What follows belongs to an exercise in optimizing a design on an open flow for small area; a production flow would make more cautious choices. Where RTL was checked, it was by simulation tests only, not by an equivalence proof against the original. Power figures rest on the tool's default switching activity, not on a simulated workload.

run a:
==> flow/design.v <==
module Processor(rst, CLK, regDisplay, proceed, LEDG, out);
	input rst, CLK;
	input [2:0] regDisplay;
	input [2:0] proceed;
	output [15:0] out;
	output [3:0] LEDG;
	localparam [5:0] F6 = 6'd6, D8 = 6'd9, T10 = 6'd12, E14 = 6'd17, M16 = 6'd20,
		W19A = 6'd24, W19B = 6'd25, S19F = 6'd26, S0 = 6'd28, S20L = 6'd48;
	localparam [13:0] KRST = 14'd1;
	reg [5:0] m;
	reg s;
	reg [13:0] k;
	reg nf;
	reg [2:0] rdp;
	reg [2:0] want;
	reg waits;
	always @(*) begin
		waits = 1'b1;
		want = 3'd0;
		case (m)
			F6:   want = 3'd0;
			D8:   want = 3'd1;
			T10:  want = 3'd2;
			E14:  want = 3'd3;
			M16:  want = 3'd4;
			W19A, W19B: want = 3'd5;
			S0:   want = 3'd6;
			default: waits = 1'b0;
		endcase
	end
	wire ok = (proceed == want);
	wire hold = waits & ~ok & (m != W19A) & (m != S0);
	always @(posedge CLK or negedge rst)
		if (!rst) begin
			m <= 6'd0;
			s <= 1'b0;
			k <= KRST;
			nf <= 1'b0;
		end else begin
			s <= hold | (m == W19A && ok);
			if (m == W19A) k <= k + 14'd1;
			nf <= nf | k[4];
			if (m == S20L) m <= S0;
			else if (m == S0 && ok) m <= 6'd1;
			else if (m == W19A && ok) m <= S19F;
			else if (!hold) m <= m + 6'd1;
		end
	always @(posedge CLK)
		rdp <= regDisplay;
	function [15:0] TIR; input hz; input [4:0] q; input n;
		if (!hz) TIR = 16'd0;
		else case (q)
			5'd0, 5'd5: TIR = 16'd79;
			5'd1: TIR = 16'd207;
			5'd2: TIR = 16'd1920;
			5'd3: TIR = 16'd3458;
			5'd4, 5'd6: TIR = 16'd143;
			5'd7, 5'd8: TIR = 16'd1984;
			5'd9, 5'd10, 5'd11, 5'd12, 5'd13, 5'd14, 5'd17, 5'd18, 5'd19, 5'd20, 5'd21, 5'd22, 5'd23, 5'd24, 5'd25, 5'd26, 5'd27, 5'd28, 5'd29, 5'd30, 5'd31: TIR = 16'd0;
			5'd15: TIR = 16'd8;
			5'd16: TIR = 16'd15;
			default: TIR = 16'd0;
		endcase
	endfunction
	function [2:0] TAL; input hz; input [4:0] q; input n;
		if (!hz) TAL = 3'd0;
		else case (q)
			5'd0, 5'd1, 5'd3, 5'd4, 5'd5, 5'd6, 5'd15, 5'd16: TAL = 3'd1;
			5'd2: TAL = 3'd2;
			5'd7: TAL = 3'd3;
			5'd8: TAL = 3'd4;
			5'd9, 5'd10, 5'd11, 5'd12, 5'd13, 5'd14, 5'd17, 5'd18, 5'd19, 5'd20, 5'd21, 5'd22, 5'd23, 5'd24, 5'd25, 5'd26, 5'd27, 5'd28, 5'd29, 5'd30, 5'd31: TAL = 3'd0;
			default: TAL = 3'd0;
		endcase
	endfunction
	function [5:0] TRF; input hz; input [4:0] q; input n;
		if (!hz) TRF = 6'd56;
		else case (q)
			5'd0: TRF = (n ? 6'd56 : 6'd32);
			5'd1: TRF = (n ? 6'd57 : 6'd33);
			5'd2: TRF = 6'd50;
			5'd3, 5'd4, 5'd5, 5'd6: TRF = 6'd42;
			5'd7: TRF = 6'd59;
			5'd8: TRF = 6'd60;
			5'd9, 5'd10, 5'd11, 5'd12, 5'd13, 5'd14, 5'd15, 5'd16, 5'd17, 5'd18, 5'd19, 5'd20, 5'd21, 5'd22, 5'd23, 5'd24, 5'd25, 5'd26, 5'd27, 5'd28, 5'd29: TRF = 6'd56;
			5'd30, 5'd31: TRF = (n ? 6'd56 : 6'd0);
			default: TRF = 6'd0;
		endcase
	endfunction
	function [5:0] TRP; input hz; input [4:0] q; input n;
		if (!hz) TRP = 6'd56;
		else case (q)
			5'd0: TRP = (n ? 6'd56 : 6'd0);
			5'd1: TRP = (n ? 6'd56 : 6'd32);
			5'd2: TRP = (n ? 6'd58 : 6'd34);
			5'd3, 5'd4, 5'd5, 5'd6: TRP = 6'd42;
			5'd7: TRP = 6'd58;
			5'd8: TRP = 6'd60;
			5'd9, 5'd10, 5'd11, 5'd12, 5'd13, 5'd14, 5'd15, 5'd16, 5'd17, 5'd18, 5'd19, 5'd20, 5'd21, 5'd22, 5'd23, 5'd24, 5'd25, 5'd26, 5'd27, 5'd28, 5'd29, 5'd30, 5'd31: TRP = 6'd56;
			default: TRP = 6'd0;
		endcase
	endfunction
	function [2:0] TWD; input hz; input [4:0] q; input n;
		if (!hz) TWD = 3'd0;
		else case (q)
			5'd0, 5'd5: TWD = 3'd1;
			5'd1, 5'd7, 5'd8: TWD = 3'd4;
			5'd2, 5'd3, 5'd4, 5'd6: TWD = 3'd2;
			5'd9, 5'd10, 5'd11, 5'd12, 5'd13, 5'd14, 5'd15, 5'd16, 5'd17, 5'd18, 5'd19, 5'd20, 5'd21, 5'd22, 5'd23, 5'd24, 5'd25, 5'd26, 5'd27, 5'd28, 5'd29, 5'd30, 5'd31: TWD = 3'd0;
			default: TWD = 3'd0;
		endcase
	endfunction
	wire hz = (k[13:5] == 9'd0);
	wire rpath = ~nf & hz & (k[4:0] == KRST[4:0]);    
	wire e_ir = ~((m == F6 && s) || (m >= 6'd7 && m <= W19A) || (rpath && m >= 6'd4 && m <= F6));
	wire e_al = ~((m == E14 && s) || (m >= 6'd18 && m <= W19A));
	wire e = (rdp == 3'd0) ? e_ir : (rdp == 3'd1) ? e_al : 1'b1;
	wire [4:0] x = k[4:0] - KRST[4:0] - {4'd0, e};
	wire g_p = (m == W19B && !s) || (m == S19F && s);    
	wire g_w = (m >= W19A && m <= 6'd27);                 
	wire [15:0] yIR = TIR(hz, x, nf);
	wire [2:0] yAL = TAL(hz, x, nf);
	wire [5:0] yR = g_p ? TRP(hz, x, nf) : TRF(hz, x, nf);
	wire [2:0] yW = g_w ? TWD(hz, x, nf) : 3'd0;
	reg [3:0] L;
	always @(*)
		if (m == 6'd1) L = rpath ? 4'b0000 : 4'b0110;
		else if (m <= 6'd7) L = 4'b0000;
		else if (m <= 6'd10) L = 4'b0001;
		else if (m <= 6'd13) L = 4'b1000;
		else if (m <= 6'd18) L = 4'b0011;
		else if (m <= 6'd21) L = 4'b0100;
		else if (m <= S19F) L = 4'b0101;
		else L = 4'b0110;
	reg [15:0] o;
	always @(*)
		case (rdp)
			3'd0: o = yIR;
			3'd1: o = {13'd0, yAL};
			3'd2: o = {15'd0, yR[5]};
			3'd3: o = {14'd0, yR[4:3]};
			3'd4: o = {13'd0, yR[2:0]};
			3'd5: o = {15'd0, yW[0]};
			3'd6: o = {15'd0, yW[1]};
			default: o = {15'd0, yW[2]};
		endcase
	assign out = o;
	assign LEDG = L;
endmodule
clock: 5.0 ns
lec_check: 0
abc_area: 1
cap_margin: 20
core_margin: 2
core_utilization: 40
slew_margin: 20
standard.sh (not shown) runs the stock make flow with config.mk's settings and CLKGATE_MAP_FILE= SYNTH_SCRIPT=/design/flow/synth_recipe.tcl, a recipe that flattens the netlist after the stock synthesis.
==> flow/flow/run.sh <==
#!/bin/bash
# Own layout flow:
#  1. the standard synthesis (standard.sh synth);
#  2. the combinational logic of that netlist is re-optimised with ABC (&deepsyn with
#     a few seeds in parallel, area mapping); flip-flops are kept as they are, with
#     their names, cell types and connections; the smallest result is used;
#  3. the rest of the standard flow, with single-drive buffers on the ports.
set -euo pipefail
W=$(pwd)
YOSYS=$FLOW_HOME/../tools/install/yosys/bin/yosys
R=$W/orfs/results/$FLOW_PLATFORM/Processor/base
LIB=$FLOW_HOME/platforms/$FLOW_PLATFORM/lib/sky130_fd_sc_hd__tt_025C_1v80.lib
T=${RS_T:-300}
bash standard.sh synth > $W/flow_synth.log 2>&1
cp $R/1_2_yosys.v $W/std_1_2_yosys.v
mkdir -p $W/rs
pids=()
for S in 1 2 3 4; do
  RS_LIB=$LIB RS_IN=$W/std_1_2_yosys.v RS_OUT=$W/rs/out_$S.v RS_TAG=$S \
  RS_SCRIPT="strash; &get -n; &deepsyn -T $T -S $S; &put; dch -f; map -D ${RS_D:-1600}; topo; stime -c" \
    $YOSYS -c $W/flow/resynth.tcl > $W/rs/resynth_$S.log 2>&1 &
  pids+=($!)
done
for p in "${pids[@]}"; do wait $p || true; done
best=""; barea=""
for S in 1 2 3 4; do
  [[ -f $W/rs/out_$S.v && -f $W/stat_$S.txt ]] || continue
  a=$(grep "Chip area" $W/stat_$S.txt | awk '{print $NF}')
  if [[ -z "$best" ]] || awk "BEGIN{exit !($a < $barea)}"; then best=$S; barea=$a; fi
done
echo "resynthesis: seed $best, area $barea" > $W/flow_resynth_choice.log
if [[ -n "$best" ]]; then cp $W/rs/out_$best.v $R/1_2_yosys.v; fi
export BUFFER_PORTS_ARGS="-buffer_cell sky130_fd_sc_hd__buf_1"
export SKIP_REPAIR_TIE_FANOUT=1
export CTS_ARGS="-sink_clustering_enable -repair_clock_nets -dont_use_dummy_load"
bash standard.sh finish > $W/flow_finish.log 2>&1
Other scripts of this flow, unchanged in this note and not shown: flow/flow/resynth.tcl
#### Input delta (run b over run a)
-- flow/flow/run.sh --
<<< run a, line 33
export BUFFER_PORTS_ARGS="-buffer_cell sky130_fd_sc_hd__buf_1"
export SKIP_REPAIR_TIE_FANOUT=1
export CTS_ARGS="-sink_clustering_enable -repair_clock_nets -dont_use_dummy_load"
bash standard.sh finish > $W/flow_finish.log 2>&1
>>> run b, line 33
export BUFFER_PORTS_ARGS="-buffer_cell sky130_fd_sc_hd__buf_1"
export SKIP_REPAIR_TIE_FANOUT=1
export CTS_ARGS="-sink_clustering_enable -repair_clock_nets -dont_use_dummy_load -sink_clustering_size 30 -sink_clustering_max_diameter 100"
bash standard.sh finish > $W/flow_finish.log 2>&1
Results
Via-per-instance ratio came out exactly the same in run b and run a. Comparing run b against run a, there is no change at all in synthesis-to-finish area growth. Reported for run b and run a, site row count turned out identical to the last digit.

* * *

Another version of the RTL of Processor (not shown whole).
For scale: ~300 cells after synthesis, ~24 flip-flops, about 2000 um2 of cells after synthesis.
Design Processor, start of the top module:
module Processor(rst, CLK, regDisplay, proceed, LEDG, out);
  input rst;
  wire rst;
  input CLK;
  wire CLK;
  input [2:0] regDisplay;
  wire [2:0] regDisplay;
  input [2:0] proceed;
  wire [2:0] proceed;
  output [3:0] LEDG;
  wire [3:0] LEDG;
  output [15:0] out;
  wire [15:0] out;
  wire _0000_;
  wire _0001_;
  wire _0002_;
  wire _0003_;
  wire _0004_;
  wire _0005_;
  wire _0006_;
  wire _0007_;
  wire _0008_;
  wire _0009_;
  wire _0010_;
  wire _0011_;
  wire _0012_;
  wire _0013_;
  wire _0014_;
  wire _0015_;
  wire _0016_;
  wire _0017_;
  wire _0018_;
  wire _0019_;
  wire _0020_;
  wire _0021_;
  wire _0022_;
  wire _0023_;
  wire _0024_;
  wire _0025_;
  wire _0026_;
  wire _0027_;
  wire _0028_;
  wire _0029_;
  wire _0030_;
  wire _0031_;
  wire _0032_;
  wire _0033_;
  wire _0034_;
  wire _0035_;
  wire _0036_;
  wire _0037_;
  wire _0038_;
  wire _0039_;
  wire _0040_;
  wire _0041_;
  wire _0042_;
  wire _0043_;
  wire _0044_;
  wire _0045_;
  wire _0046_;
  wire _0047_;
  wire _0048_;
  wire _0049_;
  wire _0050_;
  wire _0051_;
  wire _0052_;
  wire _0053_;
  wire _0054_;
  wire _0055_;
  wire _0056_;
  wire _0057_;
  wire _0058_;
  wire _0059_;
  wire _0060_;
  wire _0061_;
  wire _0062_;
  wire _0063_;
  wire _0064_;
  wire _0065_;
  wire _0066_;
  wire _0067_;
  wire _0068_;
  wire _0069_;
  wire _0070_;
  wire _0071_;
  wire _0072_;
  wire _0073_;
  wire _0074_;
  wire _0075_;
  wire _0076_;
  wire _0077_;
  wire _0078_;
  wire _0079_;
  wire _0080_;
  wire _0081_;
  wire _0082_;
  wire _0083_;
  wire _0084_;
  wire _0085_;
  wire _0086_;
  wire _0087_;
  wire _0088_;
  wire _0089_;
  wire _0090_;
  wire _0091_;
  wire _0092_;
  wire _0093_;
  wire _0094_;
  wire _0095_;
  wire _0096_;
  wire _0097_;
  wire _0098_;
  wire _0099_;
  wire _0100_;
  wire _0101_;
  wire _0102_;
  wire _0103_;
  wire _0104_;
  ...
clock: 5.0 ns
lec_check: 0
abc_area: 1
cap_margin: 20
core_margin: 2
core_utilization: 40
slew_margin: 20
run.sh (not shown) runs the stock make flow with config.mk's settings and CLKGATE_MAP_FILE= SYNTH_SCRIPT=/design/flow/synth_recipe.tcl, a recipe that flattens the netlist after the stock synthesis.
Stock flow here: none of the scripts above is used.
The baseline completed with no timing, DRC or antenna violations.
Next try:
==> flow/flow/run.sh (new file) <==
#!/bin/bash
# Own layout flow: the standard synthesis, then the combinational logic of its
# netlist is re-optimised with ABC (flip-flops kept as they are), then the rest of
# the standard flow, with single-drive buffers on the ports.
set -euo pipefail
W=$(pwd)
YOSYS=$FLOW_HOME/../tools/install/yosys/bin/yosys
R=$W/orfs/results/$FLOW_PLATFORM/Processor/base
bash standard.sh synth > $W/flow_synth.log 2>&1
cp $R/1_2_yosys.v $W/std_1_2_yosys.v
RS_LIB=$FLOW_HOME/platforms/$FLOW_PLATFORM/lib/sky130_fd_sc_hd__tt_025C_1v80.lib \
RS_IN=$W/std_1_2_yosys.v RS_OUT=$R/1_2_yosys.v RS_T=${RS_T:-60} \
  $YOSYS -c $W/flow/resynth.tcl > $W/flow_resynth.log 2>&1
export BUFFER_PORTS_ARGS="-buffer_cell sky130_fd_sc_hd__buf_1"
bash standard.sh finish > $W/flow_finish.log 2>&1
==> flow/flow/resynth.tcl (new file) <==
# Re-optimise the combinational logic of the standard synthesis netlist, keeping
# every flip-flop instance (name, cell type and connections) as it is.
yosys -import
set lib $::env(RS_LIB)
set in  $::env(RS_IN)
set out $::env(RS_OUT)
set T   $::env(RS_T)
read_liberty -ignore_miss_func $lib
# flip-flops and tie cells stay as cells
foreach m [split [string trim [tee -q -s result.string select -list-mod sky130_fd_sc_hd__df* sky130_fd_sc_hd__conb_*]] "\n"] {
  blackbox $m
}
read_verilog $in
hierarchy -top Processor
flatten
opt -purge
set f [open abc_rs.script w]
puts $f "strash; &get -n; &deepsyn -T $T; &put; dch -f; map -a; topo; stime -c"
close $f
abc -liberty $lib -dont_use *lpflow* -dont_use *probe* -script abc_rs.script
read_liberty -lib -overwrite -ignore_miss_func $lib
opt_clean -purge
hilomap -singleton -hicell sky130_fd_sc_hd__conb_1 HI -locell sky130_fd_sc_hd__conb_1 LO
insbuf -buf sky130_fd_sc_hd__buf_4 A X
splitnets
opt_clean -purge
stat -liberty $lib
check -assert
write_verilog -noattr -nohex -nodec $out
==> flow/standard.sh (new file) <==
#!/bin/bash
# synth_recipe.tcl (not shown) runs the flow's synth.tcl, then flattens the netlist and writes it again
# the make line also repeats each setting of config.mk as NAME=value (left out here)
make -C /OpenROAD-flow-scripts/flow DESIGN_CONFIG=/design/flow/config.mk WORK_HOME=/design/flow/orfs CLKGATE_MAP_FILE= SYNTH_SCRIPT=/design/flow/synth_recipe.tcl "${@:-finish}"
removed: flow/run.sh
What happened:
- The new run finished with timing, DRC and antenna clean
- via count is lower by 3.0%
- worst hold slack gains 0.0076 ns
- global-route usage is higher by 0.78 points
- maximum frequency is higher by 2.1%
- area after synthesis is lower by about 6.5%
- total power is lower by about 0.6%
- worst setup slack gains 0.083 ns
- wire length is lower by 3.0%
- die area is lower by about 6%

* * *

Another version of the RTL of Processor (not shown whole).
For scale: about 28 I/O pins, roughly 1800 um2 of cells after synthesis.
## Processor
module Processor(rst, CLK, regDisplay, proceed, LEDG, out);
	input rst, CLK;
	input [2:0] regDisplay;
	input [2:0] proceed;
	output [15:0] out;
	output [3:0] LEDG;
	localparam [5:0] R0 = 6'd0;
	localparam [5:0] C1R = 6'd1;
	localparam [5:0] C2R = 6'd2;
	localparam [5:0] C3R = 6'd3;
	localparam [5:0] C4R = 6'd4;
	localparam [5:0] C5R = 6'd5;
	localparam [5:0] F6AR = 6'd6;
	localparam [5:0] C1N = 6'd7;
	localparam [5:0] C2 = 6'd8;
	localparam [5:0] C3 = 6'd9;
	localparam [5:0] C4 = 6'd10;
	localparam [5:0] C5 = 6'd11;
	localparam [5:0] F6A = 6'd12;
	localparam [5:0] F6W = 6'd13;
	localparam [5:0] D6 = 6'd14;
	localparam [5:0] D7 = 6'd15;
	localparam [5:0] D8 = 6'd16;
	localparam [5:0] T8 = 6'd17;
	localparam [5:0] T9 = 6'd18;
	localparam [5:0] T10 = 6'd19;
	localparam [5:0] E10 = 6'd20;
	localparam [5:0] E11 = 6'd21;
	localparam [5:0] E12 = 6'd22;
	localparam [5:0] E13 = 6'd23;
	localparam [5:0] E14A = 6'd24;
  ...
clock: 5.0 ns
lec_check: 0
abc_area: 1
cap_margin: 20
core_margin: 2
core_utilization: 40
cts_buf_list: sky130_fd_sc_hd__clkbuf_4
slew_margin: 20
standard.sh (not shown) runs the stock make flow with config.mk's settings and CLKGATE_MAP_FILE= SYNTH_SCRIPT=/design/flow/synth_recipe.tcl, a recipe that flattens the netlist after the stock synthesis.
==> flow/flow/run.sh <==
#!/bin/bash
# Own layout flow:
#  1. the standard synthesis (standard.sh synth);
#  2. the combinational logic of that netlist is re-optimised with ABC (&deepsyn with
#     a few seeds in parallel, area mapping); flip-flops are kept as they are, with
#     their names, cell types and connections; the smallest result is used;
#  3. the rest of the standard flow, with single-drive buffers on the ports.
set -euo pipefail
W=$(pwd)
YOSYS=$FLOW_HOME/../tools/install/yosys/bin/yosys
R=$W/orfs/results/$FLOW_PLATFORM/Processor/base
LIB=$FLOW_HOME/platforms/$FLOW_PLATFORM/lib/sky130_fd_sc_hd__tt_025C_1v80.lib
T=${RS_T:-240}
bash standard.sh synth > $W/flow_synth.log 2>&1
cp $R/1_2_yosys.v $W/std_1_2_yosys.v
mkdir -p $W/rs
pids=()
for S in 1 2 3 4; do
  RS_LIB=$LIB RS_IN=$W/std_1_2_yosys.v RS_OUT=$W/rs/out_$S.v RS_TAG=$S \
  RS_SCRIPT="strash; &get -n; &deepsyn -T $T -S $S; &dch -f; &nf -R 1000; &put; topo" \
    $YOSYS -c $W/flow/resynth.tcl > $W/rs/resynth_$S.log 2>&1 &
  pids+=($!)
done
for p in "${pids[@]}"; do wait $p || true; done
best=""; barea=""
for S in 1 2 3 4; do
  [[ -f $W/rs/out_$S.v && -f $W/stat_$S.txt ]] || continue
  a=$(grep "Chip area" $W/stat_$S.txt | awk '{print $NF}')
  if [[ -z "$best" ]] || awk "BEGIN{exit !($a < $barea)}"; then best=$S; barea=$a; fi
done
echo "resynthesis: seed $best, area $barea" > $W/flow_resynth_choice.log
if [[ -n "$best" ]]; then cp $W/rs/out_$best.v $R/1_2_yosys.v; fi
export BUFFER_PORTS_ARGS="-buffer_cell sky130_fd_sc_hd__buf_1"
export SKIP_REPAIR_TIE_FANOUT=1
bash standard.sh finish > $W/flow_finish.log 2>&1
==> flow/flow/resynth.tcl <==
# Re-optimise the combinational logic of the standard synthesis netlist, keeping
# every flip-flop instance (name, cell type and connections) as it is.
yosys -import
set lib $::env(RS_LIB)
set in  $::env(RS_IN)
set out $::env(RS_OUT)

set scr $::env(RS_SCRIPT)
set tag $::env(RS_TAG)
read_liberty -ignore_miss_func $lib
# flip-flops and tie cells stay as cells
foreach m [split [string trim [tee -q -s result.string select -list-mod sky130_fd_sc_hd__df* sky130_fd_sc_hd__conb_*]] "\n"] {
  blackbox $m
}
read_verilog $in
hierarchy -top Processor
flatten
opt -purge
set f [open abc_rs_$tag.script w]
puts $f $scr
close $f
abc -liberty $lib -dont_use *lpflow* -dont_use *probe* -script abc_rs_$tag.script
read_liberty -lib -overwrite -ignore_miss_func $lib
opt_clean -purge
hilomap -singleton -hicell sky130_fd_sc_hd__conb_1 HI -locell sky130_fd_sc_hd__conb_1 LO
insbuf -buf sky130_fd_sc_hd__buf_4 A X
splitnets
opt_clean -purge
tee -o stat_$tag.txt stat -liberty $lib
check -assert
write_verilog -noattr -nohex -nodec $out
The starting point completed and failed the layout checks on negative setup slack.
Then changed:
--- a/flow/flow/run.sh
+++ b/flow/flow/run.sh
@@ -12,3 +12,3 @@
 LIB=$FLOW_HOME/platforms/$FLOW_PLATFORM/lib/sky130_fd_sc_hd__tt_025C_1v80.lib
-T=${RS_T:-240}
+T=${RS_T:-300}
 bash standard.sh synth > $W/flow_synth.log 2>&1
@@ -19,3 +19,3 @@
   RS_LIB=$LIB RS_IN=$W/std_1_2_yosys.v RS_OUT=$W/rs/out_$S.v RS_TAG=$S \
-  RS_SCRIPT="strash; &get -n; &deepsyn -T $T -S $S; &dch -f; &nf -R 1000; &put; topo" \
+  RS_SCRIPT="strash; &get -n; &deepsyn -T $T -S $S; &put; dch -f; map -a; topo" \
     $YOSYS -c $W/flow/resynth.tcl > $W/rs/resynth_$S.log 2>&1 &
--- a/flow/flow/resynth.tcl
+++ b/flow/flow/resynth.tcl
@@ -25,3 +25,3 @@
 hilomap -singleton -hicell sky130_fd_sc_hd__conb_1 HI -locell sky130_fd_sc_hd__conb_1 LO
-insbuf -buf sky130_fd_sc_hd__buf_4 A X
+insbuf -buf sky130_fd_sc_hd__buf_1 A X
 splitnets
Settings changed: CTS_BUF_LIST sky130_fd_sc_hd__clkbuf_4 to not set.
Effect:
- The new run finished clean
- worst hold slack is worse by 11 ps
- worst setup slack is better by 570 ps
- design area shrinks by 12%
- routed wire length shrinks by 19%
- via count shrinks by 8.4%
- core utilization shrinks by 5.2 points
- combinational power shrinks by 50%
- synthesized cell count grows by 16%
- final cell count grows by 1.2%
- clock skew hardly moves
No functional check of the RTL was part of any run of this note.

-- what the ideal ports hide --
How much do the figures lean on ideal ports? The routed layouts below were timed once more, with nothing changed but the port constraints.
Step 1 sets driving cells, clkbuf_16 on the clock port and buf_2 on the other inputs (assumed; they add their load-dependent delay and slew).
Step 2, shift: input delay + t, output delay - t, t = (earliest + latest rising clock arrival at the registers) / 2. This alone moves slack from input paths to output paths.
Slacks: no drivers / after step 1 / after step 2; pairs: no drivers / after step 1.
run | t, ns | setup slack, ns | worst setup path after step 2
run a | 0.291 | 0.807 / 0.781 / 1.072 | register to output
run b | 0.291 | 0.807 / 0.781 / 1.072 | register to output
the first run of note 2 | 0.277 | 0.953 / 0.932 / 0.932 | input to output
the second run of note 2 | 0.283 | 1.036 / 1.012 / 1.270 | input to output
the first run of note 3 | 0.319 | -0.014 / -0.014 / -0.014 | register to register
the second run of note 3 | 0.292 | 0.555 / 0.532 / 0.824 | register to output
The setup slack of the first run of note 2, which loses most, moves by -0.021 ns with the drivers and by -0.021 ns with both steps.
